This design comes from an exercise in tuning for small area and a short achievable clock period on the open sky130 flow, not from production work. Function was not checked in any run shown here: the RTL went through the layout flow alone. Power and IR drop assume default switching activity.

==> flow/design.v (outline; a module is shown in full before it is edited, if it fits) <==
// module mac_16bit: 761 lines
module mac_16bit(out_rounded,md,mr,clk,rst);
  // ...
==> flow/flow/run.sh <==
#!/bin/bash
# The standard layout (the standard.sh), except that the port buffers are
# sky130_fd_sc_hd__buf_2 cells instead of the default delay buffers.
set -euo pipefail
export BUFFER_PORTS_ARGS="-buffer_cell sky130_fd_sc_hd__buf_2"
bash standard.sh > standard.log 2>&1
==> flow/standard.sh <==
#!/bin/bash
# synth_recipe.tcl (not shown) runs the flow's synth.tcl, then flattens the netlist and writes it again
# the make line also repeats each setting of config.mk as NAME=value (left out here)
make -C /OpenROAD-flow-scripts/flow DESIGN_CONFIG=/design/flow/config.mk WORK_HOME=/design/flow/orfs CLKGATE_MAP_FILE= SYNTH_SCRIPT=/design/flow/synth_recipe.tcl "${@:-finish}"
==> flow/config.mk <==
export PLATFORM = sky130hd
export DESIGN_NAME = mac_16bit
export DESIGN_NICKNAME = mac_16bit
export VERILOG_FILES = /design/flow/design.v
export SDC_FILE = /design/flow/constraint.sdc
export NUM_CORES = 4
export LEC_CHECK = 0
export CAP_MARGIN = 20
export CORE_MARGIN = 2
export CORE_UTILIZATION = 60
export CTS_CLUSTER_DIAMETER = 100
export CTS_CLUSTER_SIZE = 20
export SETUP_SLACK_MARGIN = 4.25
export SLEW_MARGIN = 20
==> flow/constraint.sdc <==
create_clock -name core_clock -period 6.9 [get_ports {clk}]
set_input_delay 1.3800 -clock core_clock [delete_from_list [all_inputs] [get_ports {clk}]]
set_output_delay 1.3800 -clock core_clock [all_outputs]
set_load 0.01 [all_outputs]
==> flow_summary.yaml, run 1 <==
run_status:
  status: "complete, no violations"
cells_and_area:
  layout_commonest_cell: "dfxtp_1"
  area_delta_synth_final_pct: 9.16
  inverters_excl_clock: 131
power_and_ir_drop:
  comb-power_mw: 3.76
  clockPowerShare: 0.128
drt:
  drcViolationCount: 0
global_route:
  grt_busiest_layer: "met1"
  grt_usage: 0.240
  grt_antenna_before_repair: 0
yosys:
  synth.area.top_cells: "dfxtp_1 33%, fa_1 19%, ha_1 7.6%"
  ys_seq_elements: 219
  syn_nets: 1516
  ys_types: 51
  yosys_warnings: 1
  yosys.area.top_type: "dfxtp_1"
  synthMuxAreaShare: 0.0165
worst_setup_path:
  slowest_delay_ns: 0.58
  crit_slowest_cell: "fa_1"
  rrSetupSlack_ns: 4.07
  rr_endpoint: "CB[1]"
floorplanning:
  die-area_mm2: 0.0231
timing:
  slew_headroom: 0.549
hold_path:
  min_to: "z2"
clocking:
  cts_buffers: 15
  clock_path_buffers: 3
==> run 2: changes to the inputs <==
==> flow/design.v (replaced) <==
module mac_16bit(out_rounded,md,mr,clk,rst);
output reg [26:0] out_rounded;
input [15:0] md,mr;
input clk,rst;
reg [15:0] MD;
reg [7:0] ONE, TWO, NEG;         
reg [84:0] P;                  
reg [39:0] A;                    
reg [3:0] CB;                 
reg [8:0] k;       
reg clr;           
reg z1;            
reg r1, z2;        
wire zero = !rst | clr;
wire [16:0] mrx = {mr, 1'b0};
wire [7:0] one_n, two_n, neg_n;
genvar g;
generate for (g = 0; g < 8; g = g + 1) begin : enc
  assign one_n[g] = mrx[2*g+1] ^ mrx[2*g];
  assign two_n[g] = (mrx[2*g+2] & ~mrx[2*g+1] & ~mrx[2*g]) | (~mrx[2*g+2] & mrx[2*g+1] & mrx[2*g]);
  assign neg_n[g] = mrx[2*g+2] & ~(mrx[2*g+1] & mrx[2*g]);
end endgenerate
wire [16:0] pp0 = (({17{ONE[0]}} & {MD[15], MD}) | ({17{TWO[0]}} & {MD, 1'b0})) ^ {17{NEG[0]}};
wire ns0 = ~pp0[16];
wire [16:0] pp1 = (({17{ONE[1]}} & {MD[15], MD}) | ({17{TWO[1]}} & {MD, 1'b0})) ^ {17{NEG[1]}};
wire ns1 = ~pp1[16];
wire [16:0] pp2 = (({17{ONE[2]}} & {MD[15], MD}) | ({17{TWO[2]}} & {MD, 1'b0})) ^ {17{NEG[2]}};
wire ns2 = ~pp2[16];
wire [16:0] pp3 = (({17{ONE[3]}} & {MD[15], MD}) | ({17{TWO[3]}} & {MD, 1'b0})) ^ {17{NEG[3]}};
wire ns3 = ~pp3[16];
wire [16:0] pp4 = (({17{ONE[4]}} & {MD[15], MD}) | ({17{TWO[4]}} & {MD, 1'b0})) ^ {17{NEG[4]}};
wire ns4 = ~pp4[16];
wire [16:0] pp5 = (({17{ONE[5]}} & {MD[15], MD}) | ({17{TWO[5]}} & {MD, 1'b0})) ^ {17{NEG[5]}};
wire ns5 = ~pp5[16];
wire [16:0] pp6 = (({17{ONE[6]}} & {MD[15], MD}) | ({17{TWO[6]}} & {MD, 1'b0})) ^ {17{NEG[6]}};
wire ns6 = ~pp6[16];
wire [16:0] pp7 = (({17{ONE[7]}} & {MD[15], MD}) | ({17{TWO[7]}} & {MD, 1'b0})) ^ {17{NEG[7]}};
wire ns7 = ~pp7[16];
wire as1, ac2; assign {ac2, as1} = {1'b0, pp0[10]} + {1'b0, pp1[8]};
wire as3, ac4; assign {ac4, as3} = {1'b0, pp0[11]} + {1'b0, pp1[9]};
wire as5, ac6; assign {ac6, as5} = {1'b0, pp0[12]} + {1'b0, pp1[10]} + {1'b0, pp2[8]};
wire as7, ac8; assign {ac8, as7} = {1'b0, pp3[6]} + {1'b0, pp4[4]};
wire as9, ac10; assign {ac10, as9} = {1'b0, pp0[13]} + {1'b0, pp1[11]} + {1'b0, pp2[9]};
wire as11, ac12; assign {ac12, as11} = {1'b0, pp3[7]} + {1'b0, pp4[5]};
wire as13, ac14; assign {ac14, as13} = {1'b0, pp0[14]} + {1'b0, pp1[12]} + {1'b0, pp2[10]};
wire as15, ac16; assign {ac16, as15} = {1'b0, pp3[8]} + {1'b0, pp4[6]} + {1'b0, pp5[4]};
wire as17, ac18; assign {ac18, as17} = {1'b0, pp6[2]} + {1'b0, pp7[0]};
wire as19, ac20; assign {ac20, as19} = {1'b0, pp0[15]} + {1'b0, pp1[13]} + {1'b0, pp2[11]};
wire as21, ac22; assign {ac22, as21} = {1'b0, pp3[9]} + {1'b0, pp4[7]} + {1'b0, pp5[5]};
wire as23, ac24; assign {ac24, as23} = {1'b0, pp6[3]} + {1'b0, pp7[1]};
wire as25 = ~(ns0 ^ pp1[14]); wire ac26 = ns0 | pp1[14];
wire as27, ac28; assign {ac28, as27} = {1'b0, pp2[12]} + {1'b0, pp3[10]} + {1'b0, pp4[8]};
wire as29, ac30; assign {ac30, as29} = {1'b0, pp5[6]} + {1'b0, pp6[4]} + {1'b0, pp7[2]};
wire as31 = ~(pp1[15] ^ pp2[13]); wire ac32 = pp1[15] | pp2[13];
wire as33, ac34; assign {ac34, as33} = {1'b0, pp3[11]} + {1'b0, pp4[9]} + {1'b0, pp5[7]};
wire as35, ac36; assign {ac36, as35} = {1'b0, pp6[5]} + {1'b0, pp7[3]};
wire as37, ac38; assign {ac38, as37} = {1'b0, ns1} + {1'b0, pp2[14]} + {1'b0, pp3[12]};
wire as39, ac40; assign {ac40, as39} = {1'b0, pp4[10]} + {1'b0, pp5[8]} + {1'b0, pp6[6]};
wire as41 = ~(pp2[15] ^ pp3[13]); wire ac42 = pp2[15] | pp3[13];
wire as43, ac44; assign {ac44, as43} = {1'b0, pp4[11]} + {1'b0, pp5[9]};
wire as45, ac46; assign {ac46, as45} = {1'b0, ns2} + {1'b0, pp3[14]} + {1'b0, pp4[12]};
wire as47 = ~pp3[15];
wire as48, ac49; assign {ac49, as48} = {1'b0, pp0[6]} + {1'b0, pp1[4]};
wire as50, ac51; assign {ac51, as50} = {1'b0, pp0[7]} + {1'b0, pp1[5]};
wire as52, ac53; assign {ac53, as52} = {1'b0, pp0[8]} + {1'b0, pp1[6]} + {1'b0, pp2[4]};
wire as54, ac55; assign {ac55, as54} = {1'b0, pp3[2]} + {1'b0, pp4[0]};
wire as56, ac57; assign {ac57, as56} = {1'b0, pp0[9]} + {1'b0, pp1[7]} + {1'b0, pp2[5]};
wire as58, ac59; assign {ac59, as58} = {1'b0, pp3[3]} + {1'b0, pp4[1]};
wire as60, ac61; assign {ac61, as60} = {1'b0, as1} + {1'b0, pp2[6]} + {1'b0, pp3[4]};
wire as62, ac63; assign {ac63, as62} = {1'b0, pp4[2]} + {1'b0, pp5[0]} + {1'b0, NEG[5]};
wire as64, ac65; assign {ac65, as64} = {1'b0, as3} + {1'b0, pp2[7]} + {1'b0, pp3[5]};
wire as66, ac67; assign {ac67, as66} = {1'b0, pp4[3]} + {1'b0, pp5[1]} + {1'b0, ac2};
wire as68, ac69; assign {ac69, as68} = {1'b0, as5} + {1'b0, as7} + {1'b0, pp5[2]};
wire as70, ac71; assign {ac71, as70} = {1'b0, pp6[0]} + {1'b0, NEG[6]} + {1'b0, ac4};
wire as72, ac73; assign {ac73, as72} = {1'b0, as9} + {1'b0, as11} + {1'b0, pp5[3]};
wire as74, ac75; assign {ac75, as74} = {1'b0, pp6[1]} + {1'b0, ac6} + {1'b0, ac8};
wire as76, ac77; assign {ac77, as76} = {1'b0, as13} + {1'b0, as15} + {1'b0, as17};
wire as78, ac79; assign {ac79, as78} = {1'b0, NEG[7]} + {1'b0, ac10} + {1'b0, ac12};
wire as80, ac81; assign {ac81, as80} = {1'b0, as19} + {1'b0, as21} + {1'b0, as23};
wire as82, ac83; assign {ac83, as82} = {1'b0, ac14} + {1'b0, ac16} + {1'b0, ac18};
wire as84, ac85; assign {ac85, as84} = {1'b0, as25} + {1'b0, as27} + {1'b0, as29};
wire as86, ac87; assign {ac87, as86} = {1'b0, ac20} + {1'b0, ac22} + {1'b0, ac24};
wire as88, ac89; assign {ac89, as88} = {1'b0, as31} + {1'b0, as33} + {1'b0, as35};
wire as90, ac91; assign {ac91, as90} = {1'b0, ac26} + {1'b0, ac28} + {1'b0, ac30};
wire as92, ac93; assign {ac93, as92} = {1'b0, as37} + {1'b0, as39} + {1'b0, pp7[4]};
wire as94, ac95; assign {ac95, as94} = {1'b0, ac32} + {1'b0, ac34} + {1'b0, ac36};
wire as96, ac97; assign {ac97, as96} = {1'b0, as41} + {1'b0, as43} + {1'b0, pp6[7]};
wire as98, ac99; assign {ac99, as98} = {1'b0, pp7[5]} + {1'b0, ac38} + {1'b0, ac40};
wire as100, ac101; assign {ac101, as100} = {1'b0, as45} + {1'b0, pp5[10]} + {1'b0, pp6[8]};
wire as102, ac103; assign {ac103, as102} = {1'b0, pp7[6]} + {1'b0, ac42} + {1'b0, ac44};
wire as104, ac105; assign {ac105, as104} = {1'b0, as47} + {1'b0, pp4[13]} + {1'b0, pp5[11]};
wire as106, ac107; assign {ac107, as106} = {1'b0, pp6[9]} + {1'b0, pp7[7]} + {1'b0, ac46};
wire as108, ac109; assign {ac109, as108} = {1'b0, ns3} + {1'b0, pp4[14]} + {1'b0, pp5[12]};
wire as110, ac111; assign {ac111, as110} = {1'b0, pp6[10]} + {1'b0, pp7[8]} + {1'b0, pp3[15]};
wire as112 = ~(pp4[15] ^ pp5[13]); wire ac113 = pp4[15] | pp5[13];
wire as114, ac115; assign {ac115, as114} = {1'b0, pp6[11]} + {1'b0, pp7[9]};
wire as116, ac117; assign {ac117, as116} = {1'b0, ns4} + {1'b0, pp5[14]} + {1'b0, pp6[12]};
wire as118 = ~pp5[15];
wire as119, ac120; assign {ac120, as119} = {1'b0, pp0[4]} + {1'b0, pp1[2]};
wire as121, ac122; assign {ac122, as121} = {1'b0, pp0[5]} + {1'b0, pp1[3]};
wire as123, ac124; assign {ac124, as123} = {1'b0, as48} + {1'b0, pp2[2]} + {1'b0, pp3[0]};
wire as125, ac126; assign {ac126, as125} = {1'b0, as50} + {1'b0, pp2[3]} + {1'b0, pp3[1]};
wire as127, ac128; assign {ac128, as127} = {1'b0, as52} + {1'b0, as54} + {1'b0, NEG[4]};
wire as129, ac130; assign {ac130, as129} = {1'b0, as56} + {1'b0, as58} + {1'b0, ac53};
wire as131, ac132; assign {ac132, as131} = {1'b0, as60} + {1'b0, as62} + {1'b0, ac57};
wire as133, ac134; assign {ac134, as133} = {1'b0, as64} + {1'b0, as66} + {1'b0, ac61};
wire as135, ac136; assign {ac136, as135} = {1'b0, as68} + {1'b0, as70} + {1'b0, ac65};
wire as137, ac138; assign {ac138, as137} = {1'b0, as72} + {1'b0, as74} + {1'b0, ac69};
wire as139, ac140; assign {ac140, as139} = {1'b0, as76} + {1'b0, as78} + {1'b0, ac73};
wire as141, ac142; assign {ac142, as141} = {1'b0, as80} + {1'b0, as82} + {1'b0, ac77};
wire as143, ac144; assign {ac144, as143} = {1'b0, as84} + {1'b0, as86} + {1'b0, ac81};
wire as145, ac146; assign {ac146, as145} = {1'b0, as88} + {1'b0, as90} + {1'b0, ac85};
wire as147, ac148; assign {ac148, as147} = {1'b0, as92} + {1'b0, as94} + {1'b0, ac89};
wire as149, ac150; assign {ac150, as149} = {1'b0, as96} + {1'b0, as98} + {1'b0, ac93};
wire as151, ac152; assign {ac152, as151} = {1'b0, as100} + {1'b0, as102} + {1'b0, ac97};
wire as153, ac154; assign {ac154, as153} = {1'b0, as104} + {1'b0, as106} + {1'b0, ac101};
wire as155, ac156; assign {ac156, as155} = {1'b0, as108} + {1'b0, as110} + {1'b0, ac105};
wire as157, ac158; assign {ac158, as157} = {1'b0, as112} + {1'b0, as114} + {1'b0, ac109};
wire as159, ac160; assign {ac160, as159} = {1'b0, as116} + {1'b0, pp7[10]} + {1'b0, ac113};
wire as161, ac162; assign {ac162, as161} = {1'b0, as118} + {1'b0, pp6[13]} + {1'b0, pp7[11]};
wire as163, ac164; assign {ac164, as163} = {1'b0, ns5} + {1'b0, pp6[14]} + {1'b0, pp7[12]};
wire as165 = ~pp6[15];
wire [84:0] pnext;
assign pnext[0] = pp0[0];
assign pnext[1] = NEG[0];
assign pnext[2] = pp0[1];
assign pnext[3] = pp0[2];
assign pnext[4] = pp1[0];
assign pnext[5] = NEG[1];
assign pnext[6] = pp0[3];
assign pnext[7] = pp1[1];
assign pnext[8] = as119;
assign pnext[9] = pp2[0];
assign pnext[10] = NEG[2];
assign pnext[11] = as121;
assign pnext[12] = pp2[1];
assign pnext[13] = ac120;
assign pnext[14] = as123;
assign pnext[15] = NEG[3];
assign pnext[16] = ac122;
assign pnext[17] = as125;
assign pnext[18] = ac49;
assign pnext[19] = ac124;
assign pnext[20] = as127;
assign pnext[21] = ac51;
assign pnext[22] = ac126;
assign pnext[23] = as129;
assign pnext[24] = ac55;
assign pnext[25] = ac128;
assign pnext[26] = as131;
assign pnext[27] = ac59;
assign pnext[28] = ac130;
assign pnext[29] = as133;
assign pnext[30] = ac63;
assign pnext[31] = ac132;
assign pnext[32] = as135;
assign pnext[33] = ac67;
assign pnext[34] = ac134;
assign pnext[35] = as137;
assign pnext[36] = ac71;
assign pnext[37] = ac136;
assign pnext[38] = as139;
assign pnext[39] = ac75;
assign pnext[40] = ac138;
assign pnext[41] = as141;
assign pnext[42] = ac79;
assign pnext[43] = ac140;
assign pnext[44] = as143;
assign pnext[45] = ac83;
assign pnext[46] = ac142;
assign pnext[47] = as145;
assign pnext[48] = ac87;
assign pnext[49] = ac144;
assign pnext[50] = as147;
assign pnext[51] = ac91;
assign pnext[52] = ac146;
assign pnext[53] = as149;
assign pnext[54] = ac95;
assign pnext[55] = ac148;
assign pnext[56] = as151;
assign pnext[57] = ac99;
assign pnext[58] = ac150;
assign pnext[59] = as153;
assign pnext[60] = ac103;
assign pnext[61] = ac152;
assign pnext[62] = as155;
assign pnext[63] = ac107;
assign pnext[64] = ac154;
assign pnext[65] = as157;
assign pnext[66] = ac111;
assign pnext[67] = ac156;
assign pnext[68] = as159;
assign pnext[69] = ac115;
assign pnext[70] = ac158;
assign pnext[71] = as161;
assign pnext[72] = ac117;
assign pnext[73] = ac160;
assign pnext[74] = as163;
assign pnext[75] = pp5[15];
assign pnext[76] = ac162;
assign pnext[77] = as165;
assign pnext[78] = pp7[13];
assign pnext[79] = ac164;
assign pnext[80] = ns6;
assign pnext[81] = pp7[14];
assign pnext[82] = pp6[15];
assign pnext[83] = pp7[15];
assign pnext[84] = ns7;
wire bs166, bc167; assign {bc167, bs166} = {1'b0, P[3]} + {1'b0, P[4]};
wire bs168, bc169; assign {bc169, bs168} = {1'b0, P[6]} + {1'b0, P[7]};
wire [1:0] bt172 = {1'b0, ~P[8]} + {1'b0, ~P[9]} + {1'b0, ~P[10]}; wire bs170 = ~bt172[0]; wire bc171 = ~bt172[1];
wire [1:0] bt175 = {1'b0, ~P[11]} + {1'b0, ~P[12]} + {1'b0, ~P[13]}; wire bs173 = ~bt175[0]; wire bc174 = ~bt175[1];
wire [1:0] bt178 = {1'b0, ~P[14]} + {1'b0, ~P[15]} + {1'b0, ~P[16]}; wire bs176 = ~bt178[0]; wire bc177 = ~bt178[1];
wire [1:0] bt181 = {1'b0, ~P[17]} + {1'b0, ~P[18]} + {1'b0, ~P[19]}; wire bs179 = ~bt181[0]; wire bc180 = ~bt181[1];
wire [1:0] bt184 = {1'b0, ~P[20]} + {1'b0, ~P[21]} + {1'b0, ~P[22]}; wire bs182 = ~bt184[0]; wire bc183 = ~bt184[1];
wire [1:0] bt187 = {1'b0, ~P[23]} + {1'b0, ~P[24]} + {1'b0, ~P[25]}; wire bs185 = ~bt187[0]; wire bc186 = ~bt187[1];
wire [1:0] bt190 = {1'b0, ~P[26]} + {1'b0, ~P[27]} + {1'b0, ~P[28]}; wire bs188 = ~bt190[0]; wire bc189 = ~bt190[1];
wire [1:0] bt193 = {1'b0, ~P[29]} + {1'b0, ~P[30]} + {1'b0, ~P[31]}; wire bs191 = ~bt193[0]; wire bc192 = ~bt193[1];
wire [1:0] bt196 = {1'b0, ~P[32]} + {1'b0, ~P[33]} + {1'b0, ~P[34]}; wire bs194 = ~bt196[0]; wire bc195 = ~bt196[1];
wire [1:0] bt199 = {1'b0, ~P[35]} + {1'b0, ~P[36]} + {1'b0, ~P[37]}; wire bs197 = ~bt199[0]; wire bc198 = ~bt199[1];
wire [1:0] bt202 = {1'b0, ~P[38]} + {1'b0, ~P[39]} + {1'b0, ~P[40]}; wire bs200 = ~bt202[0]; wire bc201 = ~bt202[1];
wire [1:0] bt205 = {1'b0, ~P[41]} + {1'b0, ~P[42]} + {1'b0, ~P[43]}; wire bs203 = ~bt205[0]; wire bc204 = ~bt205[1];
wire [1:0] bt208 = {1'b0, ~P[44]} + {1'b0, ~P[45]} + {1'b0, ~P[46]}; wire bs206 = ~bt208[0]; wire bc207 = ~bt208[1];
wire [1:0] bt211 = {1'b0, ~P[47]} + {1'b0, ~P[48]} + {1'b0, ~P[49]}; wire bs209 = ~bt211[0]; wire bc210 = ~bt211[1];
wire [1:0] bt214 = {1'b0, ~P[50]} + {1'b0, ~P[51]} + {1'b0, ~P[52]}; wire bs212 = ~bt214[0]; wire bc213 = ~bt214[1];
wire [1:0] bt217 = {1'b0, ~P[53]} + {1'b0, ~P[54]} + {1'b0, ~P[55]}; wire bs215 = ~bt217[0]; wire bc216 = ~bt217[1];
wire [1:0] bt220 = {1'b0, ~P[56]} + {1'b0, ~P[57]} + {1'b0, ~P[58]}; wire bs218 = ~bt220[0]; wire bc219 = ~bt220[1];
wire [1:0] bt223 = {1'b0, ~P[59]} + {1'b0, ~P[60]} + {1'b0, ~P[61]}; wire bs221 = ~bt223[0]; wire bc222 = ~bt223[1];
wire [1:0] bt226 = {1'b0, ~P[62]} + {1'b0, ~P[63]} + {1'b0, ~P[64]}; wire bs224 = ~bt226[0]; wire bc225 = ~bt226[1];
wire [1:0] bt229 = {1'b0, ~P[65]} + {1'b0, ~P[66]} + {1'b0, ~P[67]}; wire bs227 = ~bt229[0]; wire bc228 = ~bt229[1];
wire [1:0] bt232 = {1'b0, ~P[68]} + {1'b0, ~P[69]} + {1'b0, ~P[70]}; wire bs230 = ~bt232[0]; wire bc231 = ~bt232[1];
wire [1:0] bt235 = {1'b0, ~P[71]} + {1'b0, ~P[72]} + {1'b0, ~P[73]}; wire bs233 = ~bt235[0]; wire bc234 = ~bt235[1];
wire [1:0] bt238 = {1'b0, ~P[74]} + {1'b0, ~P[75]} + {1'b0, ~P[76]}; wire bs236 = ~bt238[0]; wire bc237 = ~bt238[1];
wire [1:0] bt241 = {1'b0, ~P[77]} + {1'b0, ~P[78]} + {1'b0, ~P[79]}; wire bs239 = ~bt241[0]; wire bc240 = ~bt241[1];
wire [1:0] bt244 = {1'b0, ~P[80]} + {1'b0, ~P[81]} + {1'b0, ~P[82]}; wire bs242 = ~bt244[0]; wire bc243 = ~bt244[1];
wire bs245 = ~P[83];
wire bs246, bc247; assign {bc247, bs246} = {1'b0, P[0]} + {1'b0, P[1]};
wire bs248, bc249; assign {bc249, bs248} = {1'b0, P[2]} + {1'b0, A[1]};
wire [1:0] bt252 = {1'b0, ~bs166} + {1'b0, ~P[5]} + {1'b0, ~A[2]}; wire bs250 = ~bt252[0]; wire bc251 = ~bt252[1];
wire [1:0] bt255 = {1'b0, ~bs168} + {1'b0, ~A[3]} + {1'b0, ~bc167}; wire bs253 = ~bt255[0]; wire bc254 = ~bt255[1];
wire [1:0] bt258 = {1'b0, ~bs170} + {1'b0, ~A[4]} + {1'b0, ~bc169}; wire bs256 = ~bt258[0]; wire bc257 = ~bt258[1];
wire [1:0] bt261 = {1'b0, ~bs173} + {1'b0, ~A[5]} + {1'b0, ~bc171}; wire bs259 = ~bt261[0]; wire bc260 = ~bt261[1];
wire [1:0] bt264 = {1'b0, ~bs176} + {1'b0, ~A[6]} + {1'b0, ~bc174}; wire bs262 = ~bt264[0]; wire bc263 = ~bt264[1];
wire [1:0] bt267 = {1'b0, ~bs179} + {1'b0, ~A[7]} + {1'b0, ~bc177}; wire bs265 = ~bt267[0]; wire bc266 = ~bt267[1];
wire [1:0] bt270 = {1'b0, ~bs182} + {1'b0, ~A[8]} + {1'b0, ~bc180}; wire bs268 = ~bt270[0]; wire bc269 = ~bt270[1];
wire [1:0] bt273 = {1'b0, ~bs185} + {1'b0, ~A[9]} + {1'b0, ~bc183}; wire bs271 = ~bt273[0]; wire bc272 = ~bt273[1];
wire [1:0] bt276 = {1'b0, ~bs188} + {1'b0, ~A[10]} + {1'b0, ~bc186}; wire bs274 = ~bt276[0]; wire bc275 = ~bt276[1];
wire [1:0] bt279 = {1'b0, ~bs191} + {1'b0, ~A[11]} + {1'b0, ~bc189}; wire bs277 = ~bt279[0]; wire bc278 = ~bt279[1];
wire [1:0] bt282 = {1'b0, ~bs194} + {1'b0, ~A[12]} + {1'b0, ~bc192}; wire bs280 = ~bt282[0]; wire bc281 = ~bt282[1];
wire [1:0] bt285 = {1'b0, ~bs197} + {1'b0, ~A[13]} + {1'b0, ~bc195}; wire bs283 = ~bt285[0]; wire bc284 = ~bt285[1];
wire [1:0] bt288 = {1'b0, ~bs200} + {1'b0, ~A[14]} + {1'b0, ~bc198}; wire bs286 = ~bt288[0]; wire bc287 = ~bt288[1];
wire [1:0] bt291 = {1'b0, ~bs203} + {1'b0, ~A[15]} + {1'b0, ~bc201}; wire bs289 = ~bt291[0]; wire bc290 = ~bt291[1];
wire [1:0] bt294 = {1'b0, ~bs206} + {1'b0, ~A[16]} + {1'b0, ~bc204}; wire bs292 = ~bt294[0]; wire bc293 = ~bt294[1];
wire [1:0] bt297 = {1'b0, ~bs209} + {1'b0, ~A[17]} + {1'b0, ~bc207}; wire bs295 = ~bt297[0]; wire bc296 = ~bt297[1];
wire [1:0] bt300 = {1'b0, ~bs212} + {1'b0, ~A[18]} + {1'b0, ~bc210}; wire bs298 = ~bt300[0]; wire bc299 = ~bt300[1];
wire [1:0] bt303 = {1'b0, ~bs215} + {1'b0, ~A[19]} + {1'b0, ~bc213}; wire bs301 = ~bt303[0]; wire bc302 = ~bt303[1];
wire [1:0] bt306 = {1'b0, ~bs218} + {1'b0, ~A[20]} + {1'b0, ~bc216}; wire bs304 = ~bt306[0]; wire bc305 = ~bt306[1];
wire [1:0] bt309 = {1'b0, ~bs221} + {1'b0, ~A[21]} + {1'b0, ~bc219}; wire bs307 = ~bt309[0]; wire bc308 = ~bt309[1];
wire [1:0] bt312 = {1'b0, ~bs224} + {1'b0, ~A[22]} + {1'b0, ~bc222}; wire bs310 = ~bt312[0]; wire bc311 = ~bt312[1];
wire [1:0] bt315 = {1'b0, ~bs227} + {1'b0, ~A[23]} + {1'b0, ~bc225}; wire bs313 = ~bt315[0]; wire bc314 = ~bt315[1];
wire [1:0] bt318 = {1'b0, ~bs230} + {1'b0, ~A[24]} + {1'b0, ~bc228}; wire bs316 = ~bt318[0]; wire bc317 = ~bt318[1];
wire [1:0] bt321 = {1'b0, ~bs233} + {1'b0, ~A[25]} + {1'b0, ~bc231}; wire bs319 = ~bt321[0]; wire bc320 = ~bt321[1];
wire [1:0] bt324 = {1'b0, ~bs236} + {1'b0, ~A[26]} + {1'b0, ~bc234}; wire bs322 = ~bt324[0]; wire bc323 = ~bt324[1];
wire [1:0] bt327 = {1'b0, ~bs239} + {1'b0, ~A[27]} + {1'b0, ~bc237}; wire bs325 = ~bt327[0]; wire bc326 = ~bt327[1];
wire [1:0] bt330 = {1'b0, ~bs242} + {1'b0, ~A[28]} + {1'b0, ~bc240}; wire bs328 = ~bt330[0]; wire bc329 = ~bt330[1];
wire [1:0] bt333 = {1'b0, ~bs245} + {1'b0, ~A[29]} + {1'b0, ~bc243}; wire bs331 = ~bt333[0]; wire bc332 = ~bt333[1];
wire [1:0] bt336 = {1'b0, ~P[84]} + {1'b0, ~A[30]} + {1'b0, ~P[83]}; wire bs334 = ~bt336[0]; wire bc335 = ~bt336[1];
wire bs337 = ~A[31];
wire [7:0] yhi = 8'd0 + {7'd0, A[31]} - 8'd1;
wire k0_g338, k0_p351; assign {k0_g338, k0_p351} = {1'b0, bs246} + {1'b0, A[0]};
wire k0_g339, k0_p352; assign {k0_g339, k0_p352} = {1'b0, bs248} + {1'b0, bc247};
wire k0_g340, k0_p353; assign {k0_g340, k0_p353} = {1'b0, bs250} + {1'b0, bc249};
wire k0_g341, k0_p354; assign {k0_g341, k0_p354} = {1'b0, bs253} + {1'b0, bc251};
wire k0_g342, k0_p355; assign {k0_g342, k0_p355} = {1'b0, bs256} + {1'b0, bc254};
wire k0_g343, k0_p356; assign {k0_g343, k0_p356} = {1'b0, bs259} + {1'b0, bc257};
wire k0_g344, k0_p357; assign {k0_g344, k0_p357} = {1'b0, bs262} + {1'b0, bc260};
wire k0_g345, k0_p358; assign {k0_g345, k0_p358} = {1'b0, bs265} + {1'b0, bc263};
wire k0_g346, k0_p359; assign {k0_g346, k0_p359} = {1'b0, bs268} + {1'b0, bc266};
wire k0_g347, k0_p360; assign {k0_g347, k0_p360} = {1'b0, bs271} + {1'b0, bc269};
wire k0_g348, k0_p361; assign {k0_g348, k0_p361} = {1'b0, bs274} + {1'b0, bc272};
wire k0_g349, k0_p362; assign {k0_g349, k0_p362} = {1'b0, bs277} + {1'b0, bc275};
wire k0_g350, k0_p363; assign {k0_g350, k0_p363} = {1'b0, bs280} + {1'b0, bc278};
wire k0_G364 = k0_g339 | (k0_p352 & k0_g338);
wire k0_P365 = k0_p352 & k0_p351;
wire k0_G366 = k0_g340 | (k0_p353 & k0_g339);
wire k0_P367 = k0_p353 & k0_p352;
wire k0_G368 = k0_g341 | (k0_p354 & k0_g340);
wire k0_P369 = k0_p354 & k0_p353;
wire k0_G370 = k0_g342 | (k0_p355 & k0_g341);
wire k0_P371 = k0_p355 & k0_p354;
wire k0_G372 = k0_g343 | (k0_p356 & k0_g342);
wire k0_P373 = k0_p356 & k0_p355;
wire k0_G374 = k0_g344 | (k0_p357 & k0_g343);
wire k0_P375 = k0_p357 & k0_p356;
wire k0_G376 = k0_g345 | (k0_p358 & k0_g344);
wire k0_P377 = k0_p358 & k0_p357;
wire k0_G378 = k0_g346 | (k0_p359 & k0_g345);
wire k0_P379 = k0_p359 & k0_p358;
wire k0_G380 = k0_g347 | (k0_p360 & k0_g346);
wire k0_P381 = k0_p360 & k0_p359;
wire k0_G382 = k0_g348 | (k0_p361 & k0_g347);
wire k0_P383 = k0_p361 & k0_p360;
wire k0_G384 = k0_g349 | (k0_p362 & k0_g348);
wire k0_P385 = k0_p362 & k0_p361;
wire k0_G386 = k0_g350 | (k0_p363 & k0_g349);
wire k0_P387 = k0_p363 & k0_p362;
wire k0_G388 = k0_G366 | (k0_P367 & k0_g338);
wire k0_P389 = k0_P367 & k0_p351;
wire k0_G390 = k0_G368 | (k0_P369 & k0_G364);
wire k0_P391 = k0_P369 & k0_P365;
wire k0_G392 = k0_G370 | (k0_P371 & k0_G366);
wire k0_P393 = k0_P371 & k0_P367;
wire k0_G394 = k0_G372 | (k0_P373 & k0_G368);
wire k0_P395 = k0_P373 & k0_P369;
wire k0_G396 = k0_G374 | (k0_P375 & k0_G370);
wire k0_P397 = k0_P375 & k0_P371;
wire k0_G398 = k0_G376 | (k0_P377 & k0_G372);
wire k0_P399 = k0_P377 & k0_P373;
wire k0_G400 = k0_G378 | (k0_P379 & k0_G374);
wire k0_P401 = k0_P379 & k0_P375;
wire k0_G402 = k0_G380 | (k0_P381 & k0_G376);
wire k0_P403 = k0_P381 & k0_P377;
wire k0_G404 = k0_G382 | (k0_P383 & k0_G378);
wire k0_P405 = k0_P383 & k0_P379;
wire k0_G406 = k0_G384 | (k0_P385 & k0_G380);
wire k0_P407 = k0_P385 & k0_P381;
wire k0_G408 = k0_G386 | (k0_P387 & k0_G382);
wire k0_P409 = k0_P387 & k0_P383;
wire k0_G410 = k0_G392 | (k0_P393 & k0_g338);
wire k0_P411 = k0_P393 & k0_p351;
wire k0_G412 = k0_G394 | (k0_P395 & k0_G364);
wire k0_P413 = k0_P395 & k0_P365;
wire k0_G414 = k0_G396 | (k0_P397 & k0_G388);
wire k0_P415 = k0_P397 & k0_P389;
wire k0_G416 = k0_G398 | (k0_P399 & k0_G390);
wire k0_P417 = k0_P399 & k0_P391;
wire k0_G418 = k0_G400 | (k0_P401 & k0_G392);
wire k0_P419 = k0_P401 & k0_P393;
wire k0_G420 = k0_G402 | (k0_P403 & k0_G394);
wire k0_P421 = k0_P403 & k0_P395;
wire k0_G422 = k0_G404 | (k0_P405 & k0_G396);
wire k0_P423 = k0_P405 & k0_P397;
wire k0_G424 = k0_G406 | (k0_P407 & k0_G398);
wire k0_P425 = k0_P407 & k0_P399;
wire k0_G426 = k0_G408 | (k0_P409 & k0_G400);
wire k0_P427 = k0_P409 & k0_P401;
wire k0_G428 = k0_G418 | (k0_P419 & k0_g338);
wire k0_P429 = k0_P419 & k0_p351;
wire k0_G430 = k0_G420 | (k0_P421 & k0_G364);
wire k0_P431 = k0_P421 & k0_P365;
wire k0_G432 = k0_G422 | (k0_P423 & k0_G388);
wire k0_P433 = k0_P423 & k0_P389;
wire k0_G434 = k0_G424 | (k0_P425 & k0_G390);
wire k0_P435 = k0_P425 & k0_P391;
wire k0_G436 = k0_G426 | (k0_P427 & k0_G410);
wire k0_P437 = k0_P427 & k0_P411;
wire k0_s438 = k0_p351;
wire k0_s439 = k0_p352 ^ k0_g338;
wire k0_s440 = k0_p353 ^ k0_G364;
wire k0_s441 = k0_p354 ^ k0_G388;
wire k0_s442 = k0_p355 ^ k0_G390;
wire k0_s443 = k0_p356 ^ k0_G410;
wire k0_s444 = k0_p357 ^ k0_G412;
wire k0_s445 = k0_p358 ^ k0_G414;
wire k0_s446 = k0_p359 ^ k0_G416;
wire k0_s447 = k0_p360 ^ k0_G428;
wire k0_s448 = k0_p361 ^ k0_G430;
wire k0_s449 = k0_p362 ^ k0_G432;
wire k0_s450 = k0_p363 ^ k0_G434;
wire k1_g451, k1_p459; assign {k1_g451, k1_p459} = {1'b0, bs283} + {1'b0, bc281};
wire k1_g452, k1_p460; assign {k1_g452, k1_p460} = {1'b0, bs286} + {1'b0, bc284};
wire k1_g453, k1_p461; assign {k1_g453, k1_p461} = {1'b0, bs289} + {1'b0, bc287};
wire k1_g454, k1_p462; assign {k1_g454, k1_p462} = {1'b0, bs292} + {1'b0, bc290};
wire k1_g455, k1_p463; assign {k1_g455, k1_p463} = {1'b0, bs295} + {1'b0, bc293};
wire k1_g456, k1_p464; assign {k1_g456, k1_p464} = {1'b0, bs298} + {1'b0, bc296};
wire k1_g457, k1_p465; assign {k1_g457, k1_p465} = {1'b0, bs301} + {1'b0, bc299};
wire k1_g458, k1_p466; assign {k1_g458, k1_p466} = {1'b0, bs304} + {1'b0, bc302};
wire k1_G467 = k1_g452 | (k1_p460 & k1_g451);
wire k1_P468 = k1_p460 & k1_p459;
wire k1_G469 = k1_g453 | (k1_p461 & k1_g452);
wire k1_P470 = k1_p461 & k1_p460;
wire k1_G471 = k1_g454 | (k1_p462 & k1_g453);
wire k1_P472 = k1_p462 & k1_p461;
wire k1_G473 = k1_g455 | (k1_p463 & k1_g454);
wire k1_P474 = k1_p463 & k1_p462;
wire k1_G475 = k1_g456 | (k1_p464 & k1_g455);
wire k1_P476 = k1_p464 & k1_p463;
wire k1_G477 = k1_g457 | (k1_p465 & k1_g456);
wire k1_P478 = k1_p465 & k1_p464;
wire k1_G479 = k1_g458 | (k1_p466 & k1_g457);
wire k1_P480 = k1_p466 & k1_p465;
wire k1_G481 = k1_G469 | (k1_P470 & k1_g451);
wire k1_P482 = k1_P470 & k1_p459;
wire k1_G483 = k1_G471 | (k1_P472 & k1_G467);
wire k1_P484 = k1_P472 & k1_P468;
wire k1_G485 = k1_G473 | (k1_P474 & k1_G469);
wire k1_P486 = k1_P474 & k1_P470;
wire k1_G487 = k1_G475 | (k1_P476 & k1_G471);
wire k1_P488 = k1_P476 & k1_P472;
wire k1_G489 = k1_G477 | (k1_P478 & k1_G473);
wire k1_P490 = k1_P478 & k1_P474;
wire k1_G491 = k1_G479 | (k1_P480 & k1_G475);
wire k1_P492 = k1_P480 & k1_P476;
wire k1_G493 = k1_G485 | (k1_P486 & k1_g451);
wire k1_P494 = k1_P486 & k1_p459;
wire k1_G495 = k1_G487 | (k1_P488 & k1_G467);
wire k1_P496 = k1_P488 & k1_P468;
wire k1_G497 = k1_G489 | (k1_P490 & k1_G481);
wire k1_P498 = k1_P490 & k1_P482;
wire k1_G499 = k1_G491 | (k1_P492 & k1_G483);
wire k1_P500 = k1_P492 & k1_P484;
wire k1_s501 = k1_p459 ^ CB[0];
wire k1_c502 = k1_g451 | (k1_p459 & CB[0]);
wire k1_s503 = k1_p460 ^ k1_c502;
wire k1_c504 = k1_G467 | (k1_P468 & CB[0]);
wire k1_s505 = k1_p461 ^ k1_c504;
wire k1_c506 = k1_G481 | (k1_P482 & CB[0]);
wire k1_s507 = k1_p462 ^ k1_c506;
wire k1_c508 = k1_G483 | (k1_P484 & CB[0]);
wire k1_s509 = k1_p463 ^ k1_c508;
wire k1_c510 = k1_G493 | (k1_P494 & CB[0]);
wire k1_s511 = k1_p464 ^ k1_c510;
wire k1_c512 = k1_G495 | (k1_P496 & CB[0]);
wire k1_s513 = k1_p465 ^ k1_c512;
wire k1_c514 = k1_G497 | (k1_P498 & CB[0]);
wire k1_s515 = k1_p466 ^ k1_c514;
wire k1_co516 = k1_G499 | (k1_P500 & CB[0]);
wire k2_g517, k2_p525; assign {k2_g517, k2_p525} = {1'b0, bs307} + {1'b0, bc305};
wire k2_g518, k2_p526; assign {k2_g518, k2_p526} = {1'b0, bs310} + {1'b0, bc308};
wire k2_g519, k2_p527; assign {k2_g519, k2_p527} = {1'b0, bs313} + {1'b0, bc311};
wire k2_g520, k2_p528; assign {k2_g520, k2_p528} = {1'b0, bs316} + {1'b0, bc314};
wire k2_g521, k2_p529; assign {k2_g521, k2_p529} = {1'b0, bs319} + {1'b0, bc317};
wire k2_g522, k2_p530; assign {k2_g522, k2_p530} = {1'b0, bs322} + {1'b0, bc320};
wire k2_g523, k2_p531; assign {k2_g523, k2_p531} = {1'b0, bs325} + {1'b0, bc323};
wire k2_g524, k2_p532; assign {k2_g524, k2_p532} = {1'b0, bs328} + {1'b0, bc326};
wire k2_G533 = k2_g518 | (k2_p526 & k2_g517);
wire k2_P534 = k2_p526 & k2_p525;
wire k2_G535 = k2_g519 | (k2_p527 & k2_g518);
wire k2_P536 = k2_p527 & k2_p526;
wire k2_G537 = k2_g520 | (k2_p528 & k2_g519);
wire k2_P538 = k2_p528 & k2_p527;
wire k2_G539 = k2_g521 | (k2_p529 & k2_g520);
wire k2_P540 = k2_p529 & k2_p528;
wire k2_G541 = k2_g522 | (k2_p530 & k2_g521);
wire k2_P542 = k2_p530 & k2_p529;
wire k2_G543 = k2_g523 | (k2_p531 & k2_g522);
wire k2_P544 = k2_p531 & k2_p530;
wire k2_G545 = k2_g524 | (k2_p532 & k2_g523);
wire k2_P546 = k2_p532 & k2_p531;
wire k2_G547 = k2_G535 | (k2_P536 & k2_g517);
wire k2_P548 = k2_P536 & k2_p525;
wire k2_G549 = k2_G537 | (k2_P538 & k2_G533);
wire k2_P550 = k2_P538 & k2_P534;
wire k2_G551 = k2_G539 | (k2_P540 & k2_G535);
wire k2_P552 = k2_P540 & k2_P536;
wire k2_G553 = k2_G541 | (k2_P542 & k2_G537);
wire k2_P554 = k2_P542 & k2_P538;
wire k2_G555 = k2_G543 | (k2_P544 & k2_G539);
wire k2_P556 = k2_P544 & k2_P540;
wire k2_G557 = k2_G545 | (k2_P546 & k2_G541);
wire k2_P558 = k2_P546 & k2_P542;
wire k2_G559 = k2_G551 | (k2_P552 & k2_g517);
wire k2_P560 = k2_P552 & k2_p525;
wire k2_G561 = k2_G553 | (k2_P554 & k2_G533);
wire k2_P562 = k2_P554 & k2_P534;
wire k2_G563 = k2_G555 | (k2_P556 & k2_G547);
wire k2_P564 = k2_P556 & k2_P548;
wire k2_G565 = k2_G557 | (k2_P558 & k2_G549);
wire k2_P566 = k2_P558 & k2_P550;
wire k2_s567 = k2_p525 ^ CB[1];
wire k2_c568 = k2_g517 | (k2_p525 & CB[1]);
wire k2_s569 = k2_p526 ^ k2_c568;
wire k2_c570 = k2_G533 | (k2_P534 & CB[1]);
wire k2_s571 = k2_p527 ^ k2_c570;
wire k2_c572 = k2_G547 | (k2_P548 & CB[1]);
wire k2_s573 = k2_p528 ^ k2_c572;
wire k2_c574 = k2_G549 | (k2_P550 & CB[1]);
wire k2_s575 = k2_p529 ^ k2_c574;
wire k2_c576 = k2_G559 | (k2_P560 & CB[1]);
wire k2_s577 = k2_p530 ^ k2_c576;
wire k2_c578 = k2_G561 | (k2_P562 & CB[1]);
wire k2_s579 = k2_p531 ^ k2_c578;
wire k2_c580 = k2_G563 | (k2_P564 & CB[1]);
wire k2_s581 = k2_p532 ^ k2_c580;
wire k2_co582 = k2_G565 | (k2_P566 & CB[1]);
wire k3_g583, k3_p591; assign {k3_g583, k3_p591} = {1'b0, bs331} + {1'b0, bc329};
wire k3_g584, k3_p592; assign {k3_g584, k3_p592} = {1'b0, bs334} + {1'b0, bc332};
wire k3_g585, k3_p593; assign {k3_g585, k3_p593} = {1'b0, bs337} + {1'b0, bc335};
wire k3_g586, k3_p594; assign {k3_g586, k3_p594} = {1'b0, A[32]} + {1'b0, yhi[0]};
wire k3_g587, k3_p595; assign {k3_g587, k3_p595} = {1'b0, A[33]} + {1'b0, yhi[1]};
wire k3_g588, k3_p596; assign {k3_g588, k3_p596} = {1'b0, A[34]} + {1'b0, yhi[2]};
wire k3_g589, k3_p597; assign {k3_g589, k3_p597} = {1'b0, A[35]} + {1'b0, yhi[3]};
wire k3_g590, k3_p598; assign {k3_g590, k3_p598} = {1'b0, A[36]} + {1'b0, yhi[4]};
wire k3_G599 = k3_g584 | (k3_p592 & k3_g583);
wire k3_P600 = k3_p592 & k3_p591;
wire k3_G601 = k3_g585 | (k3_p593 & k3_g584);
wire k3_P602 = k3_p593 & k3_p592;
wire k3_G603 = k3_g586 | (k3_p594 & k3_g585);
wire k3_P604 = k3_p594 & k3_p593;
wire k3_G605 = k3_g587 | (k3_p595 & k3_g586);
wire k3_P606 = k3_p595 & k3_p594;
wire k3_G607 = k3_g588 | (k3_p596 & k3_g587);
wire k3_P608 = k3_p596 & k3_p595;
wire k3_G609 = k3_g589 | (k3_p597 & k3_g588);
wire k3_P610 = k3_p597 & k3_p596;
wire k3_G611 = k3_g590 | (k3_p598 & k3_g589);
wire k3_P612 = k3_p598 & k3_p597;
wire k3_G613 = k3_G601 | (k3_P602 & k3_g583);
wire k3_P614 = k3_P602 & k3_p591;
wire k3_G615 = k3_G603 | (k3_P604 & k3_G599);
wire k3_P616 = k3_P604 & k3_P600;
wire k3_G617 = k3_G605 | (k3_P606 & k3_G601);
wire k3_P618 = k3_P606 & k3_P602;
wire k3_G619 = k3_G607 | (k3_P608 & k3_G603);
wire k3_P620 = k3_P608 & k3_P604;
wire k3_G621 = k3_G609 | (k3_P610 & k3_G605);
wire k3_P622 = k3_P610 & k3_P606;
wire k3_G623 = k3_G611 | (k3_P612 & k3_G607);
wire k3_P624 = k3_P612 & k3_P608;
wire k3_G625 = k3_G617 | (k3_P618 & k3_g583);
wire k3_P626 = k3_P618 & k3_p591;
wire k3_G627 = k3_G619 | (k3_P620 & k3_G599);
wire k3_P628 = k3_P620 & k3_P600;
wire k3_G629 = k3_G621 | (k3_P622 & k3_G613);
wire k3_P630 = k3_P622 & k3_P614;
wire k3_G631 = k3_G623 | (k3_P624 & k3_G615);
wire k3_P632 = k3_P624 & k3_P616;
wire k3_s633 = k3_p591 ^ CB[2];
wire k3_c634 = k3_g583 | (k3_p591 & CB[2]);
wire k3_s635 = k3_p592 ^ k3_c634;
wire k3_c636 = k3_G599 | (k3_P600 & CB[2]);
wire k3_s637 = k3_p593 ^ k3_c636;
wire k3_c638 = k3_G613 | (k3_P614 & CB[2]);
wire k3_s639 = k3_p594 ^ k3_c638;
wire k3_c640 = k3_G615 | (k3_P616 & CB[2]);
wire k3_s641 = k3_p595 ^ k3_c640;
wire k3_c642 = k3_G625 | (k3_P626 & CB[2]);
wire k3_s643 = k3_p596 ^ k3_c642;
wire k3_c644 = k3_G627 | (k3_P628 & CB[2]);
wire k3_s645 = k3_p597 ^ k3_c644;
wire k3_c646 = k3_G629 | (k3_P630 & CB[2]);
wire k3_s647 = k3_p598 ^ k3_c646;
wire k3_co648 = k3_G631 | (k3_P632 & CB[2]);
wire k4_g649, k4_p652; assign {k4_g649, k4_p652} = {1'b0, A[37]} + {1'b0, yhi[5]};
wire k4_g650, k4_p653; assign {k4_g650, k4_p653} = {1'b0, A[38]} + {1'b0, yhi[6]};
wire k4_g651, k4_p654; assign {k4_g651, k4_p654} = {1'b0, A[39]} + {1'b0, yhi[7]};
wire k4_G655 = k4_g650 | (k4_p653 & k4_g649);
wire k4_P656 = k4_p653 & k4_p652;
wire k4_G657 = k4_g651 | (k4_p654 & k4_g650);
wire k4_P658 = k4_p654 & k4_p653;
wire k4_G659 = k4_G657 | (k4_P658 & k4_g649);
wire k4_P660 = k4_P658 & k4_p652;
wire k4_s661 = k4_p652 ^ CB[3];
wire k4_c662 = k4_g649 | (k4_p652 & CB[3]);
wire k4_s663 = k4_p653 ^ k4_c662;
wire k4_c664 = k4_G655 | (k4_P656 & CB[3]);
wire k4_s665 = k4_p654 ^ k4_c664;
wire k4_co666 = k4_G659 | (k4_P660 & CB[3]);
wire [39:0] sum = {k4_s665, k4_s663, k4_s661, k3_s647, k3_s645, k3_s643, k3_s641, k3_s639, k3_s637, k3_s635, k3_s633, k2_s581, k2_s579, k2_s577, k2_s575, k2_s573, k2_s571, k2_s569, k2_s567, k1_s515, k1_s513, k1_s511, k1_s509, k1_s507, k1_s505, k1_s503, k1_s501, k0_s450, k0_s449, k0_s448, k0_s447, k0_s446, k0_s445, k0_s444, k0_s443, k0_s442, k0_s441, k0_s440, k0_s439, k0_s438};
wire [3:0] cbnext = {k3_co648, k2_co582, k1_co516, k0_G436};
wire [13:0] L = {1'b0, A[12:0]};
wire c13 = L[13];
wire up = L[12] & ((A[13] ^ CB[0]) | (|L[11:0]));
wire rg667, rp694; assign {rg667, rp694} = {1'b0, A[13]} + {1'b0, CB[0]};
wire rg668 = 1'b0; wire rp695 = A[14];
wire rg669 = 1'b0; wire rp696 = A[15];
wire rg670 = 1'b0; wire rp697 = A[16];
wire rg671 = 1'b0; wire rp698 = A[17];
wire rg672 = 1'b0; wire rp699 = A[18];
wire rg673 = 1'b0; wire rp700 = A[19];
wire rg674 = 1'b0; wire rp701 = A[20];
wire rg675, rp702; assign {rg675, rp702} = {1'b0, A[21]} + {1'b0, CB[1]};
wire rg676 = 1'b0; wire rp703 = A[22];
wire rg677 = 1'b0; wire rp704 = A[23];
wire rg678 = 1'b0; wire rp705 = A[24];
wire rg679 = 1'b0; wire rp706 = A[25];
wire rg680 = 1'b0; wire rp707 = A[26];
wire rg681 = 1'b0; wire rp708 = A[27];
wire rg682 = 1'b0; wire rp709 = A[28];
wire rg683, rp710; assign {rg683, rp710} = {1'b0, A[29]} + {1'b0, CB[2]};
wire rg684 = 1'b0; wire rp711 = A[30];
wire rg685 = 1'b0; wire rp712 = A[31];
wire rg686 = 1'b0; wire rp713 = A[32];
wire rg687 = 1'b0; wire rp714 = A[33];
wire rg688 = 1'b0; wire rp715 = A[34];
wire rg689 = 1'b0; wire rp716 = A[35];
wire rg690 = 1'b0; wire rp717 = A[36];
wire rg691, rp718; assign {rg691, rp718} = {1'b0, A[37]} + {1'b0, CB[3]};
wire rg692 = 1'b0; wire rp719 = A[38];
wire rg693 = 1'b0; wire rp720 = A[39];
wire rG721 = rg668 | (rp695 & rg667);
wire rP722 = rp695 & rp694;
wire rG723 = rg670 | (rp697 & rg669);
wire rP724 = rp697 & rp696;
wire rG725 = rg672 | (rp699 & rg671);
wire rP726 = rp699 & rp698;
wire rG727 = rg674 | (rp701 & rg673);
wire rP728 = rp701 & rp700;
wire rG729 = rg676 | (rp703 & rg675);
wire rP730 = rp703 & rp702;
wire rG731 = rg678 | (rp705 & rg677);
wire rP732 = rp705 & rp704;
wire rG733 = rg680 | (rp707 & rg679);
wire rP734 = rp707 & rp706;
wire rG735 = rg682 | (rp709 & rg681);
wire rP736 = rp709 & rp708;
wire rG737 = rg684 | (rp711 & rg683);
wire rP738 = rp711 & rp710;
wire rG739 = rg686 | (rp713 & rg685);
wire rP740 = rp713 & rp712;
wire rG741 = rg688 | (rp715 & rg687);
wire rP742 = rp715 & rp714;
wire rG743 = rg690 | (rp717 & rg689);
wire rP744 = rp717 & rp716;
wire rG745 = rg692 | (rp719 & rg691);
wire rP746 = rp719 & rp718;
wire rG747 = rg669 | (rp696 & rG721);
wire rP748 = rp696 & rP722;
wire rG749 = rG723 | (rP724 & rG721);
wire rP750 = rP724 & rP722;
wire rG751 = rg673 | (rp700 & rG725);
wire rP752 = rp700 & rP726;
wire rG753 = rG727 | (rP728 & rG725);
wire rP754 = rP728 & rP726;
wire rG755 = rg677 | (rp704 & rG729);
wire rP756 = rp704 & rP730;
wire rG757 = rG731 | (rP732 & rG729);
wire rP758 = rP732 & rP730;
wire rG759 = rg681 | (rp708 & rG733);
wire rP760 = rp708 & rP734;
wire rG761 = rG735 | (rP736 & rG733);
wire rP762 = rP736 & rP734;
wire rG763 = rg685 | (rp712 & rG737);
wire rP764 = rp712 & rP738;
wire rG765 = rG739 | (rP740 & rG737);
wire rP766 = rP740 & rP738;
wire rG767 = rg689 | (rp716 & rG741);
wire rP768 = rp716 & rP742;
wire rG769 = rG743 | (rP744 & rG741);
wire rP770 = rP744 & rP742;
wire rG771 = rg693 | (rp720 & rG745);
wire rP772 = rp720 & rP746;
wire rG773 = rg671 | (rp698 & rG749);
wire rP774 = rp698 & rP750;
wire rG775 = rG725 | (rP726 & rG749);
wire rP776 = rP726 & rP750;
wire rG777 = rG751 | (rP752 & rG749);
wire rP778 = rP752 & rP750;
wire rG779 = rG753 | (rP754 & rG749);
wire rP780 = rP754 & rP750;
wire rG781 = rg679 | (rp706 & rG757);
wire rP782 = rp706 & rP758;
wire rG783 = rG733 | (rP734 & rG757);
wire rP784 = rP734 & rP758;
wire rG785 = rG759 | (rP760 & rG757);
wire rP786 = rP760 & rP758;
wire rG787 = rG761 | (rP762 & rG757);
wire rP788 = rP762 & rP758;
wire rG789 = rg687 | (rp714 & rG765);
wire rP790 = rp714 & rP766;
wire rG791 = rG741 | (rP742 & rG765);
wire rP792 = rP742 & rP766;
wire rG793 = rG767 | (rP768 & rG765);
wire rP794 = rP768 & rP766;
wire rG795 = rG769 | (rP770 & rG765);
wire rP796 = rP770 & rP766;
wire rG797 = rg675 | (rp702 & rG779);
wire rP798 = rp702 & rP780;
wire rG799 = rG729 | (rP730 & rG779);
wire rP800 = rP730 & rP780;
wire rG801 = rG755 | (rP756 & rG779);
wire rP802 = rP756 & rP780;
wire rG803 = rG757 | (rP758 & rG779);
wire rP804 = rP758 & rP780;
wire rG805 = rG781 | (rP782 & rG779);
wire rP806 = rP782 & rP780;
wire rG807 = rG783 | (rP784 & rG779);
wire rP808 = rP784 & rP780;
wire rG809 = rG785 | (rP786 & rG779);
wire rP810 = rP786 & rP780;
wire rG811 = rG787 | (rP788 & rG779);
wire rP812 = rP788 & rP780;
wire rG813 = rg691 | (rp718 & rG795);
wire rP814 = rp718 & rP796;
wire rG815 = rG745 | (rP746 & rG795);
wire rP816 = rP746 & rP796;
wire rG817 = rG771 | (rP772 & rG795);
wire rP818 = rP772 & rP796;
wire rG819 = rg683 | (rp710 & rG811);
wire rP820 = rp710 & rP812;
wire rG821 = rG737 | (rP738 & rG811);
wire rP822 = rP738 & rP812;
wire rG823 = rG763 | (rP764 & rG811);
wire rP824 = rP764 & rP812;
wire rG825 = rG765 | (rP766 & rG811);
wire rP826 = rP766 & rP812;
wire rG827 = rG789 | (rP790 & rG811);
wire rP828 = rP790 & rP812;
wire rG829 = rG791 | (rP792 & rG811);
wire rP830 = rP792 & rP812;
wire rG831 = rG793 | (rP794 & rG811);
wire rP832 = rP794 & rP812;
wire rG833 = rG795 | (rP796 & rG811);
wire rP834 = rP796 & rP812;
wire rG835 = rG813 | (rP814 & rG811);
wire rP836 = rP814 & rP812;
wire rG837 = rG815 | (rP816 & rG811);
wire rP838 = rP816 & rP812;
wire rG839 = rG817 | (rP818 & rG811);
wire rP840 = rP818 & rP812;
wire rs841 = rp694 ^ up;
wire rc842 = rg667 | (rp694 & up);
wire rs843 = rp695 ^ rc842;
wire rc844 = rG721 | (rP722 & up);
wire rs845 = rp696 ^ rc844;
wire rc846 = rG747 | (rP748 & up);
wire rs847 = rp697 ^ rc846;
wire rc848 = rG749 | (rP750 & up);
wire rs849 = rp698 ^ rc848;
wire rc850 = rG773 | (rP774 & up);
wire rs851 = rp699 ^ rc850;
wire rc852 = rG775 | (rP776 & up);
wire rs853 = rp700 ^ rc852;
wire rc854 = rG777 | (rP778 & up);
wire rs855 = rp701 ^ rc854;
wire rc856 = rG779 | (rP780 & up);
wire rs857 = rp702 ^ rc856;
wire rc858 = rG797 | (rP798 & up);
wire rs859 = rp703 ^ rc858;
wire rc860 = rG799 | (rP800 & up);
wire rs861 = rp704 ^ rc860;
wire rc862 = rG801 | (rP802 & up);
wire rs863 = rp705 ^ rc862;
wire rc864 = rG803 | (rP804 & up);
wire rs865 = rp706 ^ rc864;
wire rc866 = rG805 | (rP806 & up);
wire rs867 = rp707 ^ rc866;
wire rc868 = rG807 | (rP808 & up);
wire rs869 = rp708 ^ rc868;
wire rc870 = rG809 | (rP810 & up);
wire rs871 = rp709 ^ rc870;
wire rc872 = rG811 | (rP812 & up);
wire rs873 = rp710 ^ rc872;
wire rc874 = rG819 | (rP820 & up);
wire rs875 = rp711 ^ rc874;
wire rc876 = rG821 | (rP822 & up);
wire rs877 = rp712 ^ rc876;
wire rc878 = rG823 | (rP824 & up);
wire rs879 = rp713 ^ rc878;
wire rc880 = rG825 | (rP826 & up);
wire rs881 = rp714 ^ rc880;
wire rc882 = rG827 | (rP828 & up);
wire rs883 = rp715 ^ rc882;
wire rc884 = rG829 | (rP830 & up);
wire rs885 = rp716 ^ rc884;
wire rc886 = rG831 | (rP832 & up);
wire rs887 = rp717 ^ rc886;
wire rc888 = rG833 | (rP834 & up);
wire rs889 = rp718 ^ rc888;
wire rc890 = rG835 | (rP836 & up);
wire rs891 = rp719 ^ rc890;
wire rc892 = rG837 | (rP838 & up);
wire rs893 = rp720 ^ rc892;
wire rco894 = rG839 | (rP840 & up);
wire [26:0] rnd = {rs893, rs891, rs889, rs887, rs885, rs883, rs881, rs879, rs877, rs875, rs873, rs871, rs869, rs867, rs865, rs863, rs861, rs859, rs857, rs855, rs853, rs851, rs849, rs847, rs845, rs843, rs841};
always @(posedge clk) begin
  MD <= md;
  ONE <= one_n;
  TWO <= two_n;
  NEG <= neg_n;
  P <= pnext;
  z1 <= zero;
  r1 <= !rst;
  z2 <= r1;
  if (z1 | z2) A <= 40'd0;
  else A <= sum;
  if (z1 | z2) CB <= 4'd0;
  else CB <= cbnext;
  out_rounded <= (zero | z1) ? 27'd0 : rnd;
  if (zero) k <= {8'd0, clr};
  else k <= k + 9'd1;
  clr <= rst & !clr & (k == 9'd258);
end
endmodule
==> flow/run.sh (new file) <==
#!/bin/bash
# synth_recipe.tcl (not shown) runs the flow's synth.tcl, then flattens the netlist and writes it again
# the make line also repeats each setting of config.mk as NAME=value (left out here)
make -C /OpenROAD-flow-scripts/flow DESIGN_CONFIG=/design/flow/config.mk WORK_HOME=/design/flow/orfs CLKGATE_MAP_FILE= SYNTH_SCRIPT=/design/flow/synth_recipe.tcl finish
==> flow/config.mk (replaced) <==
export PLATFORM = sky130hd
export DESIGN_NAME = mac_16bit
export DESIGN_NICKNAME = mac_16bit
export VERILOG_FILES = /design/flow/design.v
export SDC_FILE = /design/flow/constraint.sdc
export NUM_CORES = 4
export LEC_CHECK = 0
export CAP_MARGIN = 20
export CORE_MARGIN = 2
export CORE_UTILIZATION = 40
export SETUP_SLACK_MARGIN = 4.15
export SLEW_MARGIN = 20
removed: flow/flow/run.sh
removed: flow/standard.sh
==> flow_summary.yaml, run 2 <==
yosys:
  syn-cell-area_mm2: 0.0124
  yosys.area.top_type: "dfxtp_1"
  syn_area_per_cell_um2: 10.4
  synth-edff-count: 0
  yosysTopAreaCellShare: 0.338
  yosys-top-cells-count: "209 x dfxtp_1, 120 x a22oi_1, 120 x fa_1"
  syn_nets: 1417
  ys_types: 49
  synth_top_flop_cell: "dfxtp_1"
  synth.area.top_cells: "dfxtp_1 34%, fa_1 19%, xnor2_1 8.4%"
  ys_seq_elements: 209
  yosysMostFrequentCell: "dfxtp_1"
  syn-instance-count: 1187
  yosysSeqAreaShare: 0.338
  yosys_warnings: 1
  async_flop_share: 0
timing:
  slew_viol_final: 0
  finalCritPeriodShare: 0.411
  worstMarginPinSlew_ns: 0.846
  slew_headroom: 0.436
  fmax_mhz: 353
  setup_tns_ns: 0
  period_minus_slack_ns: 2.83
  finalSetupViolations: 0
  worst_hold_slack_ns: 0.350
  hold_viol: 0
  rsz0062_at_grt: "yes"
  fin_ws_ns: 4.07
  clock_skew_ns: 0.00647
cells_and_area:
  area_delta_synth_final_pct: 14.7
  top_regs: "P x85, A x40, out_rounded x27"
  drive_gt1_frac: 0.0952
  multi_input_area_mm2: 0.00769
  antennaDiodeCount: 0
  register_area_mm2: 0.00424
  fin_nets: 1435
  layout_commonest_cell: "dfxtp_1"
  fill_cells: 2846
  layout_common_cells: "171 x dfxtp_1, 120 x a22oi_1, 119 x xnor2_1, 118 x fa_1, 89 x inv_1"
  largest-register: "P"
  largest_reg_flops: 85
drt:
  routed_wl_um: 26600
  viasPerCell: 5.07
  drt_iter0_markers: 541
  drcViolationCount: 0
  drt_first_pass_iters: 5
  wire_per_inst_um: 16.5
  ant_nets: 0
  num_vias: 8188
clocking:
  clock_path_buffers: 3
  worstSkewPairLatency_ns: 0.52
  cts_tree: "built"
  cts.htree.levels: 1
  cts_buffers: 25
  root_buffer: "clkbuf_16"
  clock-sinks: 209
  clk_pin_slew_ns: 0.06
power_and_ir_drop:
  p_per_area_mw_per_mm2: 491
  finalPower_mw: 6.98
  cellLeakagePower_nw: 5.91
  ir_drop_mv: 0.303
global_route:
  grt_usage: 0.163
  overflow: 0
  grt_antenna_before_repair: 0
  grt_max_degree: 39
  grt_pass1_vias: 8306
  grt_pass1_wl_um: 43600
  gr-usage-met2: 0.254
  use_met3: 0.0261
  grt_busiest_layer: "met2"
  gr-usage-met1: 0.237
worst_setup_path:
  reg2reg_depth: 9
  worstSetupStartpoint: "P[8]"
  cp-start-kind: "flip-flop"
  worstPathArrival_ns: 3.29
  r2r-start: "P[8]"
  worstSetupPathType: "reg -> reg"
  required_ns: 7.36
  end_kind: "flip-flop"
  crit_fanout: 4
  rrSetupSlack_ns: 4.07
  crit_path_end: "A[12]"
  rr_endpoint: "A[12]"
floorplanning:
  die-area_mm2: 0.0324
  die_w_um: 180
  pin_count: 61
  fp.coreArea_mm2: 0.0305
  die_h_um: 180
  rows: 64
  initial_utilization: 0.406
hold_path:
  worst_hold_path_type: "reg -> reg"
  worstHoldStart: "r1"
run_status:
  status: "complete, no violations"
placed_design:
  dp_slack_ns: 3.83
  gp_congestion: 0.834
  post-dp-hpwl_um: 18400
  io_buffers: 60
job:
  drv_cap: 0
run 2: cell types whose count changed in the layout (fill, tap and decap cells not counted), moves of 7 or more:
| cell | before | now |
|---|---|---|
| or3_1 | 15 | 8 |
| nor2_1 | 63 | 72 |
| nand2_1 | 48 | 29 |
| buf_2 | 60 | 0 |
| dlygate4sd2_1 | 0 | 23 |
| inv_1 | 129 | 89 |
| clkbuf_16 | 15 | 25 |
| clkdlybuf4s50_1 | 0 | 33 |
| mux2i_1 | 16 | 1 |
| dfxtp_4 | 12 | 3 |
| nor2b_1 | 2 | 11 |
| xor2_1 | 54 | 68 |
run 2: area by class of cell:
type                            instances  share of cell area
Inverter                               92              0.0243
Clock inverter                          5             0.00308
Multi-Input combinational cell        804               0.541
Timing Repair Buffer                   73              0.0478
Clock buffer                           36              0.0505
Tap cell                              396              0.0349
Sequential cell                       209               0.298
run 2: worst max-delay path, stage by stage, from the launching register on:
cell	delay [ns]
dfxtp_2	0.32
fa_2	0.60
fa_1	0.44
ha_4	0.31
o21a_1	0.11
o31a_1	0.15
o211ai_1	0.13
a21o_1	0.21
a2111o_1	0.42
nand3_1	0.07
run 2: worst min-delay path by stage:
stage               end  slack [ns]  depth (start not counted)
floorplan            z2        0.31                          0
global placement     z2        0.31                          0
detailed placement   z2        0.32                          0
CTS                  z2        0.34                          0
global route         z2        0.35                          0
finish               z2        0.35                          0
run 2: per-stage QoR:
stage               std cells   util  instance area, um^2
floorplan                1187      -                12400
global placement         1567  0.433                13200
detailed placement       1567  0.433                13200
CTS                      1610  0.460                14000
global route             1615  0.466                14200
finish                   1615  0.466                14200
run 2: what timing repair did:
action,4_1_cts,5_1_grt
buffers inserted,2,5
setup endpoints to repair,55,26
hold buffers,0,0
resized for setup,65,33
pin swaps,7,22
run 2: cells by family (layout without fill, tap and decap cells):
logic type / Yosys count / count (layout) / share of synthesized area
AOI/OAI and AO/OA: 218 / 218 / 0.124
xor gates and xnor gates: 187 / 187 / 0.132
adders and majority gates: 196 / 196 / 0.271
buffers and inverters: 174 / 206 / 0.0528
DFF: 209 / 209 / 0.338
muxes: 3 / 3 / 0.00263
and+or+nand+nor: 200 / 200 / 0.0799
run 2: layer usage:
metal  vias to the layer above  wire (um)  share of wire
li1                       3990          -              -
met1                      3911      13000           0.49
met2                       250      11500           0.43
met3                        37       1560          0.059
met4                         0        561          0.021
met5                         -          0              0
run 2: where the power goes:
group | leakage, nW | switching, mW | internal, mW
Sequential | 1.74 | 0.265 | 1.53
Combinational | 3.80 | 2.11 | 1.88
Clock | 0.373 | 0.485 | 0.718

## port drivers added, routing unchanged
The results above use ideal ports. As a check the final layouts listed here were re-extracted and re-timed, cells and wires unchanged.
Step 1, drivers: a clkbuf_16 drives clk and a buf_2 each remaining input, both assumed.
Step 2 times the ports against the registers' clock, not the clock port: input delays grow and output delays shrink by t, the midpoint of the rising clock arrivals with the driver on.
Slacks: no drivers / after step 1 / after step 2; pairs: no drivers / after step 1.
run | shift t [ns] | setup WS [ns] | hold slack, ns | latest minus earliest clock arrival (ns) | pins driven straight from the clock port
run 1 | 0.522 | 4.066 / 4.066 / 4.008 | 0.347 / 0.347 / 0.347 | 0.008 / 0.008 | 1
run 2 | 0.566 | 4.065 / 4.065 / 3.840 | 0.350 / 0.350 / 0.350 | 0.011 / 0.011 | 1
After both steps every run listed still meets setup and hold. For run 2, which loses most, drivers alone change the setup slack by 0.000 ns; drivers and shift together by -0.225 ns.
